Source: an optimization exercise on an open RTL-to-GDS flow (aim: small area and a short achievable clock period). Production flows keep margins and buffers that such runs may drop.
At most, simulation tests tie the RTL to the original design; equivalence was not proved.
Power is estimated from default activity; no workload was simulated.

==> run a <==
Design mips_exu, start of the top module:
module mips_exu (
    input  logic        clk,
    input  logic [31:0] a,
    input  logic [31:0] b,
    input  logic [4:0]  sa,
    input  logic [3:0]  af,
    input  logic        i,
    input  logic [1:0]  sf,
    input  logic [3:0]  bf,
    output logic [31:0] alures,
    output logic        ovfalu,
    output logic [31:0] sures,
    output logic        bcres
);
logic [31:0] a_q, b_q;
logic [4:0]  sa_q;
logic [3:0]  af_q, bf_q;
logic        i_q;
logic [1:0]  sf_q;
always_ff @(posedge clk) begin
    a_q  <= a;
    b_q  <= b;
    sa_q <= sa;
    af_q <= af;
    i_q  <= i;
    sf_q <= sf;
    bf_q <= bf;
end
logic [31:0] alures_d, sures_d;
logic        ovfalu_d, bcres_d;
exu_core #(.N(32)) core (
    .alures(alures_d),
    .ovfalu(ovfalu_d),
    .sures(sures_d),
    .bcres(bcres_d),
    .a(a_q),
    .b(b_q),
    .sa(sa_q),
    .af(af_q),
    .i(i_q),
    .sf(sf_q),
    .bf(bf_q)
);
always_ff @(posedge clk) begin
    alures <= alures_d;
    ovfalu <= ovfalu_d;
    sures  <= sures_d;
    bcres  <= bcres_d;
end
endmodule
export LEC_CHECK = 0
export CAP_MARGIN = 20
export CELL_PAD_IN_SITES_DETAIL_PLACEMENT = 1
export CORE_MARGIN = 2
export CORE_UTILIZATION = 35
export SLEW_MARGIN = 20
export SYNTH_HIERARCHICAL = 1
create_clock -name core_clock -period 14.0 [get_ports {clk}]
standard.sh (not shown) runs the stock make flow with config.mk's settings and CLKGATE_MAP_FILE= SYNTH_SCRIPT=/design/flow/synth_recipe.tcl, a recipe that flattens the netlist after the stock synthesis.
==> flow/flow/run.sh <==
#!/bin/bash
# The standard layout (standard.sh), except that
# - the port buffers are plain buffers (sky130_fd_sc_hd__buf_1) instead of the
#   delay cells buffer_ports picks by default; every port still gets its own
#   buffer;
# - the clock tree uses clkbuf_8 below a clkbuf_16 root, without dummy loads.
# Its output goes to standard_flow.log here, and ORFS's per-step logs to
# orfs/logs/.
set -euo pipefail
cd "$(dirname "$0")/.."
BUF="-buffer_cell sky130_fd_sc_hd__buf_1"
CTS="-sink_clustering_enable -repair_clock_nets -buf_list sky130_fd_sc_hd__clkbuf_8 -root_buf sky130_fd_sc_hd__clkbuf_16 -dont_use_dummy_load"
export BUFFER_PORTS_ARGS="$BUF" CTS_ARGS="$CTS"
bash standard.sh BUFFER_PORTS_ARGS="$BUF" CTS_ARGS="$CTS" finish > standard_flow.log 2>&1
==> run b (differences from run a) <==
--- a/flow/design.v
+++ b/flow/design.v
@@ -1043,169 +1043,169 @@
 exu_g_inv u36 (.y(n35), .a(T023));
 exu_g_inv u38 (.y(n37), .a(T023));
 exu_g_inv u40 (.y(n39), .a(n21));
 exu_g_inv u42 (.y(n41), .a(n21));
 exu_g_inv u44 (.y(n43), .a(U1n24));
 exu_g_inv u46 (.y(n45), .a(U1n24));
 exu_g_xor2 u47 (.y(x[0]), .a(a[0]), .b(b[0]));
-exu_g_mux2i u49 (.y(n48), .a0(n35), .a1(n39), .s(b[0]));
+exu_g_mux2i u49 (.y(n48), .a0(n35), .a1(n39), .s(a[0]));
 exu_g_mux2i u51 (.y(n50), .a0(n48), .a1(n43), .s(x[0]));
 exu_bit0 u53 (.a0(a[0]), .b0(b[0]), .af(af), .G0n(G0n52));
 exu_g_xor2 u54 (.y(x[1]), .a(a[1]), .b(b[1]));
-exu_g_mux2i u56 (.y(n55), .a0(n35), .a1(n39), .s(b[1]));
+exu_g_mux2i u56 (.y(n55), .a0(n35), .a1(n39), .s(a[1]));
 exu_g_mux2i u58 (.y(n57), .a0(n55), .a1(n43), .s(x[1]));
 exu_g_xor2 u60 (.y(n59), .a(x[1]), .b(n1));
 exu_g_nand3 u62 (.y(n61), .a(a[1]), .b(n59), .c(n11));
 exu_g_xor2 u63 (.y(x[2]), .a(a[2]), .b(b[2]));
-exu_g_mux2i u65 (.y(n64), .a0(n35), .a1(n39), .s(b[2]));
+exu_g_mux2i u65 (.y(n64), .a0(n35), .a1(n39), .s(a[2]));
 exu_g_mux2i u67 (.y(n66), .a0(n64), .a1(n43), .s(x[2]));
 exu_g_xor2 u69 (.y(n68), .a(x[2]), .b(n1));
 exu_g_nand3 u71 (.y(n70), .a(a[2]), .b(n68), .c(n11));
 exu_g_xor2 u72 (.y(x[3]), .a(a[3]), .b(b[3]));
-exu_g_mux2i u74 (.y(n73), .a0(n35), .a1(n39), .s(b[3]));
+exu_g_mux2i u74 (.y(n73), .a0(n35), .a1(n39), .s(a[3]));
 exu_g_mux2i u76 (.y(n75), .a0(n73), .a1(n43), .s(x[3]));
 exu_g_xor2 u78 (.y(n77), .a(x[3]), .b(n1));
 exu_g_nand3 u80 (.y(n79), .a(a[3]), .b(n77), .c(n11));
 exu_g_xor2 u81 (.y(x[4]), .a(a[4]), .b(b[4]));
-exu_g_mux2i u83 (.y(n82), .a0(n35), .a1(n39), .s(b[4]));
+exu_g_mux2i u83 (.y(n82), .a0(n35), .a1(n39), .s(a[4]));
 exu_g_mux2i u85 (.y(n84), .a0(n82), .a1(n43), .s(x[4]));
 exu_g_xor2 u87 (.y(n86), .a(x[4]), .b(n1));
 exu_g_nand3 u89 (.y(n88), .a(a[4]), .b(n86), .c(n11));
 exu_g_xor2 u90 (.y(x[5]), .a(a[5]), .b(b[5]));
-exu_g_mux2i u92 (.y(n91), .a0(n35), .a1(n39), .s(b[5]));
+exu_g_mux2i u92 (.y(n91), .a0(n35), .a1(n39), .s(a[5]));
 exu_g_mux2i u94 (.y(n93), .a0(n91), .a1(n43), .s(x[5]));
 exu_g_xor2 u96 (.y(n95), .a(x[5]), .b(n1));
 exu_g_nand3 u98 (.y(n97), .a(a[5]), .b(n95), .c(n11));
 exu_g_xor2 u99 (.y(x[6]), .a(a[6]), .b(b[6]));
-exu_g_mux2i u101 (.y(n100), .a0(n35), .a1(n39), .s(b[6]));
+exu_g_mux2i u101 (.y(n100), .a0(n35), .a1(n39), .s(a[6]));
 exu_g_mux2i u103 (.y(n102), .a0(n100), .a1(n43), .s(x[6]));
 exu_g_xor2 u105 (.y(n104), .a(x[6]), .b(n1));
 exu_g_nand3 u107 (.y(n106), .a(a[6]), .b(n104), .c(n11));
 exu_g_xor2 u108 (.y(x[7]), .a(a[7]), .b(b[7]));
-exu_g_mux2i u110 (.y(n109), .a0(n35), .a1(n39), .s(b[7]));
+exu_g_mux2i u110 (.y(n109), .a0(n35), .a1(n39), .s(a[7]));
 exu_g_mux2i u112 (.y(n111), .a0(n109), .a1(n43), .s(x[7]));
 exu_g_xor2 u114 (.y(n113), .a(x[7]), .b(n1));
 exu_g_nand3 u116 (.y(n115), .a(a[7]), .b(n113), .c(n11));
 exu_g_xor2 u117 (.y(x[8]), .a(a[8]), .b(b[8]));
-exu_g_mux2i u119 (.y(n118), .a0(n35), .a1(n39), .s(b[8]));
+exu_g_mux2i u119 (.y(n118), .a0(n35), .a1(n39), .s(a[8]));
 exu_g_mux2i u121 (.y(n120), .a0(n118), .a1(n43), .s(x[8]));
 exu_g_xor2 u123 (.y(n122), .a(x[8]), .b(n1));
 exu_g_nand3 u125 (.y(n124), .a(a[8]), .b(n122), .c(n11));
 exu_g_xor2 u126 (.y(x[9]), .a(a[9]), .b(b[9]));
-exu_g_mux2i u128 (.y(n127), .a0(n35), .a1(n39), .s(b[9]));
+exu_g_mux2i u128 (.y(n127), .a0(n35), .a1(n39), .s(a[9]));
 exu_g_mux2i u130 (.y(n129), .a0(n127), .a1(n43), .s(x[9]));
 exu_g_xor2 u132 (.y(n131), .a(x[9]), .b(n3));
 exu_g_nand3 u134 (.y(n133), .a(a[9]), .b(n131), .c(n13));
 exu_g_xor2 u135 (.y(x[10]), .a(a[10]), .b(b[10]));
-exu_g_mux2i u137 (.y(n136), .a0(n35), .a1(n39), .s(b[10]));
+exu_g_mux2i u137 (.y(n136), .a0(n35), .a1(n39), .s(a[10]));
 exu_g_mux2i u139 (.y(n138), .a0(n136), .a1(n43), .s(x[10]));
 exu_g_xor2 u141 (.y(n140), .a(x[10]), .b(n3));
 exu_g_nand3 u143 (.y(n142), .a(a[10]), .b(n140), .c(n13));
 exu_g_xor2 u144 (.y(x[11]), .a(a[11]), .b(b[11]));
-exu_g_mux2i u146 (.y(n145), .a0(n35), .a1(n39), .s(b[11]));
+exu_g_mux2i u146 (.y(n145), .a0(n35), .a1(n39), .s(a[11]));
 exu_g_mux2i u148 (.y(n147), .a0(n145), .a1(n43), .s(x[11]));
 exu_g_xor2 u150 (.y(n149), .a(x[11]), .b(n3));
 exu_g_nand3 u152 (.y(n151), .a(a[11]), .b(n149), .c(n13));
 exu_g_xor2 u153 (.y(x[12]), .a(a[12]), .b(b[12]));
-exu_g_mux2i u155 (.y(n154), .a0(n35), .a1(n39), .s(b[12]));
+exu_g_mux2i u155 (.y(n154), .a0(n35), .a1(n39), .s(a[12]));
 exu_g_mux2i u157 (.y(n156), .a0(n154), .a1(n43), .s(x[12]));
 exu_g_xor2 u159 (.y(n158), .a(x[12]), .b(n3));
 exu_g_nand3 u161 (.y(n160), .a(a[12]), .b(n158), .c(n13));
 exu_g_xor2 u162 (.y(x[13]), .a(a[13]), .b(b[13]));
-exu_g_mux2i u164 (.y(n163), .a0(n35), .a1(n39), .s(b[13]));
+exu_g_mux2i u164 (.y(n163), .a0(n35), .a1(n39), .s(a[13]));
 exu_g_mux2i u166 (.y(n165), .a0(n163), .a1(n43), .s(x[13]));
 exu_g_xor2 u168 (.y(n167), .a(x[13]), .b(n3));
 exu_g_nand3 u170 (.y(n169), .a(a[13]), .b(n167), .c(n13));
 exu_g_xor2 u171 (.y(x[14]), .a(a[14]), .b(b[14]));
-exu_g_mux2i u173 (.y(n172), .a0(n35), .a1(n39), .s(b[14]));
+exu_g_mux2i u173 (.y(n172), .a0(n35), .a1(n39), .s(a[14]));
 exu_g_mux2i u175 (.y(n174), .a0(n172), .a1(n43), .s(x[14]));
 exu_g_xor2 u177 (.y(n176), .a(x[14]), .b(n3));
 exu_g_nand3 u179 (.y(n178), .a(a[14]), .b(n176), .c(n13));
 exu_g_xor2 u180 (.y(x[15]), .a(a[15]), .b(b[15]));
-exu_g_mux2i u182 (.y(n181), .a0(n35), .a1(n39), .s(b[15]));
+exu_g_mux2i u182 (.y(n181), .a0(n35), .a1(n39), .s(a[15]));
 exu_g_mux2i u184 (.y(n183), .a0(n181), .a1(n43), .s(x[15]));
 exu_g_xor2 u186 (.y(n185), .a(x[15]), .b(n3));
 exu_g_nand3 u188 (.y(n187), .a(a[15]), .b(n185), .c(n13));
 exu_g_xor2 u189 (.y(x[16]), .a(a[16]), .b(b[16]));
-exu_g_mux2i u191 (.y(n190), .a0(n37), .a1(n41), .s(b[16]));
+exu_g_mux2i u191 (.y(n190), .a0(n37), .a1(n41), .s(a[16]));
 exu_g_mux2i u193 (.y(n192), .a0(n190), .a1(n45), .s(x[16]));
 exu_g_xor2 u195 (.y(n194), .a(x[16]), .b(n3));
 exu_g_nand3 u197 (.y(n196), .a(a[16]), .b(n194), .c(n13));
 exu_g_xor2 u198 (.y(x[17]), .a(a[17]), .b(b[17]));
-exu_g_mux2i u200 (.y(n199), .a0(n37), .a1(n41), .s(b[17]));
+exu_g_mux2i u200 (.y(n199), .a0(n37), .a1(n41), .s(a[17]));
 exu_g_mux2i u202 (.y(n201), .a0(n199), .a1(n45), .s(x[17]));
 exu_g_xor2 u204 (.y(n203), .a(x[17]), .b(n5));
 exu_g_nand3 u206 (.y(n205), .a(a[17]), .b(n203), .c(n15));
 exu_g_xor2 u207 (.y(x[18]), .a(a[18]), .b(b[18]));
-exu_g_mux2i u209 (.y(n208), .a0(n37), .a1(n41), .s(b[18]));
+exu_g_mux2i u209 (.y(n208), .a0(n37), .a1(n41), .s(a[18]));
 exu_g_mux2i u211 (.y(n210), .a0(n208), .a1(n45), .s(x[18]));
 exu_g_xor2 u213 (.y(n212), .a(x[18]), .b(n5));
 exu_g_nand3 u215 (.y(n214), .a(a[18]), .b(n212), .c(n15));
 exu_g_xor2 u216 (.y(x[19]), .a(a[19]), .b(b[19]));
-exu_g_mux2i u218 (.y(n217), .a0(n37), .a1(n41), .s(b[19]));
+exu_g_mux2i u218 (.y(n217), .a0(n37), .a1(n41), .s(a[19]));
 exu_g_mux2i u220 (.y(n219), .a0(n217), .a1(n45), .s(x[19]));
 exu_g_xor2 u222 (.y(n221), .a(x[19]), .b(n5));
 exu_g_nand3 u224 (.y(n223), .a(a[19]), .b(n221), .c(n15));
 exu_g_xor2 u225 (.y(x[20]), .a(a[20]), .b(b[20]));
-exu_g_mux2i u227 (.y(n226), .a0(n37), .a1(n41), .s(b[20]));
+exu_g_mux2i u227 (.y(n226), .a0(n37), .a1(n41), .s(a[20]));
 exu_g_mux2i u229 (.y(n228), .a0(n226), .a1(n45), .s(x[20]));
 exu_g_xor2 u231 (.y(n230), .a(x[20]), .b(n5));
 exu_g_nand3 u233 (.y(n232), .a(a[20]), .b(n230), .c(n15));
 exu_g_xor2 u234 (.y(x[21]), .a(a[21]), .b(b[21]));
-exu_g_mux2i u236 (.y(n235), .a0(n37), .a1(n41), .s(b[21]));
+exu_g_mux2i u236 (.y(n235), .a0(n37), .a1(n41), .s(a[21]));
 exu_g_mux2i u238 (.y(n237), .a0(n235), .a1(n45), .s(x[21]));
 exu_g_xor2 u240 (.y(n239), .a(x[21]), .b(n5));
 exu_g_nand3 u242 (.y(n241), .a(a[21]), .b(n239), .c(n15));
 exu_g_xor2 u243 (.y(x[22]), .a(a[22]), .b(b[22]));
-exu_g_mux2i u245 (.y(n244), .a0(n37), .a1(n41), .s(b[22]));
+exu_g_mux2i u245 (.y(n244), .a0(n37), .a1(n41), .s(a[22]));
 exu_g_mux2i u247 (.y(n246), .a0(n244), .a1(n45), .s(x[22]));
 exu_g_xor2 u249 (.y(n248), .a(x[22]), .b(n5));
 exu_g_nand3 u251 (.y(n250), .a(a[22]), .b(n248), .c(n15));
 exu_g_xor2 u252 (.y(x[23]), .a(a[23]), .b(b[23]));
-exu_g_mux2i u254 (.y(n253), .a0(n37), .a1(n41), .s(b[23]));
+exu_g_mux2i u254 (.y(n253), .a0(n37), .a1(n41), .s(a[23]));
 exu_g_mux2i u256 (.y(n255), .a0(n253), .a1(n45), .s(x[23]));
 exu_g_xor2 u258 (.y(n257), .a(x[23]), .b(n5));
 exu_g_nand3 u260 (.y(n259), .a(a[23]), .b(n257), .c(n15));
 exu_g_xor2 u261 (.y(x[24]), .a(a[24]), .b(b[24]));
-exu_g_mux2i u263 (.y(n262), .a0(n37), .a1(n41), .s(b[24]));
+exu_g_mux2i u263 (.y(n262), .a0(n37), .a1(n41), .s(a[24]));
 exu_g_mux2i u265 (.y(n264), .a0(n262), .a1(n45), .s(x[24]));
 exu_g_xor2 u267 (.y(n266), .a(x[24]), .b(n5));
 exu_g_nand3 u269 (.y(n268), .a(a[24]), .b(n266), .c(n15));
 exu_g_xor2 u270 (.y(x[25]), .a(a[25]), .b(b[25]));
-exu_g_mux2i u272 (.y(n271), .a0(n37), .a1(n41), .s(b[25]));
+exu_g_mux2i u272 (.y(n271), .a0(n37), .a1(n41), .s(a[25]));
 exu_g_mux2i u274 (.y(n273), .a0(n271), .a1(n45), .s(x[25]));
 exu_g_xor2 u276 (.y(n275), .a(x[25]), .b(n7));
 exu_g_nand3 u278 (.y(n277), .a(a[25]), .b(n275), .c(n17));
 exu_g_xor2 u279 (.y(x[26]), .a(a[26]), .b(b[26]));
-exu_g_mux2i u281 (.y(n280), .a0(n37), .a1(n41), .s(b[26]));
+exu_g_mux2i u281 (.y(n280), .a0(n37), .a1(n41), .s(a[26]));
 exu_g_mux2i u283 (.y(n282), .a0(n280), .a1(n45), .s(x[26]));
 exu_g_xor2 u285 (.y(n284), .a(x[26]), .b(n7));
 exu_g_nand3 u287 (.y(n286), .a(a[26]), .b(n284), .c(n17));
 exu_g_xor2 u288 (.y(x[27]), .a(a[27]), .b(b[27]));
-exu_g_mux2i u290 (.y(n289), .a0(n37), .a1(n41), .s(b[27]));
+exu_g_mux2i u290 (.y(n289), .a0(n37), .a1(n41), .s(a[27]));
 exu_g_mux2i u292 (.y(n291), .a0(n289), .a1(n45), .s(x[27]));
 exu_g_xor2 u294 (.y(n293), .a(x[27]), .b(n7));
 exu_g_nand3 u296 (.y(n295), .a(a[27]), .b(n293), .c(n17));
 exu_g_xor2 u297 (.y(x[28]), .a(a[28]), .b(b[28]));
-exu_g_mux2i u299 (.y(n298), .a0(n37), .a1(n41), .s(b[28]));
+exu_g_mux2i u299 (.y(n298), .a0(n37), .a1(n41), .s(a[28]));
 exu_g_mux2i u301 (.y(n300), .a0(n298), .a1(n45), .s(x[28]));
 exu_g_xor2 u303 (.y(n302), .a(x[28]), .b(n7));
 exu_g_nand3 u305 (.y(n304), .a(a[28]), .b(n302), .c(n17));
 exu_g_xor2 u306 (.y(x[29]), .a(a[29]), .b(b[29]));
-exu_g_mux2i u308 (.y(n307), .a0(n37), .a1(n41), .s(b[29]));
+exu_g_mux2i u308 (.y(n307), .a0(n37), .a1(n41), .s(a[29]));
 exu_g_mux2i u310 (.y(n309), .a0(n307), .a1(n45), .s(x[29]));
 exu_g_xor2 u312 (.y(n311), .a(x[29]), .b(n7));
 exu_g_nand3 u314 (.y(n313), .a(a[29]), .b(n311), .c(n17));
 exu_g_xor2 u315 (.y(x[30]), .a(a[30]), .b(b[30]));
-exu_g_mux2i u317 (.y(n316), .a0(n37), .a1(n41), .s(b[30]));
+exu_g_mux2i u317 (.y(n316), .a0(n37), .a1(n41), .s(a[30]));
 exu_g_mux2i u319 (.y(n318), .a0(n316), .a1(n45), .s(x[30]));
 exu_g_xor2 u321 (.y(n320), .a(x[30]), .b(n7));
 exu_g_nand3 u323 (.y(n322), .a(a[30]), .b(n320), .c(n17));
 exu_g_xor2 u324 (.y(x[31]), .a(a[31]), .b(b[31]));
-exu_g_mux2i u326 (.y(n325), .a0(n37), .a1(n41), .s(b[31]));
+exu_g_mux2i u326 (.y(n325), .a0(n37), .a1(n41), .s(a[31]));
 exu_g_mux2i u328 (.y(n327), .a0(n325), .a1(n45), .s(x[31]));
 exu_g_xor2 u330 (.y(n329), .a(x[31]), .b(n7));
 exu_g_nand3 u332 (.y(n331), .a(a[31]), .b(n329), .c(n17));
 exu_g_o21ai u334 (.y(n333), .a1(n59), .a2(G0n52), .b1(n61));
 exu_g_o21ai u336 (.y(n335), .a1(n77), .a2(n70), .b1(n79));
 exu_g_nor2 u338 (.y(n337), .a(n77), .b(n68));
 exu_g_o21ai u340 (.y(n339), .a1(n95), .a2(n88), .b1(n97));
==> flow/flow/run.sh (replaced) <==
#!/bin/bash
# The standard layout, except that the port buffers are plain buffers
# (sky130_fd_sc_hd__buf_1) instead of the delay cells buffer_ports picks
# by default. Every port still gets its own buffer.
set -euo pipefail
cd "$(dirname "$0")/.."
export BUFFER_PORTS_ARGS="-buffer_cell sky130_fd_sc_hd__buf_1"
bash standard.sh BUFFER_PORTS_ARGS="$BUFFER_PORTS_ARGS" finish > standard_flow.log 2>&1
CELL_PAD_IN_SITES_DETAIL_PLACEMENT = not set   (was 1)
CTS_BUF_LIST = sky130_fd_sc_hd__clkbuf_8   (was not set)
==> impl_results.md <==
* Status: complete, no violations
* Clock latency (worst-skew pair) at 380 ps
* CP peak stage delay at 340 ps
* # clk buffers at 17
* Hold path endpoint: bcres$_DFF_P_
* P per Cell Area at about 140 nW/um2
* Clk_skew at roughly 28 ps
* Clk slew on worst S/H paths at 80 ps
That was run a.
==> impl_results.md <==
* Status: complete, no violations
* Initial core utilization at 35.9%
* CP peak stage delay at 360 ps
* Post-Synth XOR/XNOR Area at 12.6%
* Area delta synth->final at 17.3%
* Clk_skew at 16.7 ps
* P per Cell Area at 144 nW/um2
* Synth Area in Compound Gates at 21.9%
* Clk slew on worst S/H paths at 90 ps
* Main combinational cell family by area after synthesis: compound AO/OA/AOI/OAI gates
* # clk buffers at 19
* Clock latency (worst-skew pair) at 450 ps
That was run b.
For run b, only the layout was checked, not whether the RTL still works.

what the ideal ports hide:
Ports are ideal in the flow. The routed layouts listed here were re-timed in OpenROAD. Step 1: set_driving_cell puts a clkbuf_16 on clk and a buf_2 on each other input, an assumption about the parent block. Step 2 moves the port delays by t, midway between the first and last clock arrival at a register: inputs arrive t later, outputs are due t later. That takes back most of the time a late clock gives input paths. a / b / c = no drivers / after step 1 / after step 2; a / b = the first two.
run | shift t [ns] | slack for setup (ns) | hold WS [ns] | worst slew at a driven data input, ns | pins driven straight from the clock port
run a | 0.412 | 10.321 / 10.277 / 10.447 | 0.522 / 0.522 / 0.522 | 0.06 | 1
run b | 0.481 | 10.236 / 10.196 / 10.479 | 0.500 / 0.500 / 0.500 | 0.05 | 1
After both steps setup and hold are still met in every run listed.
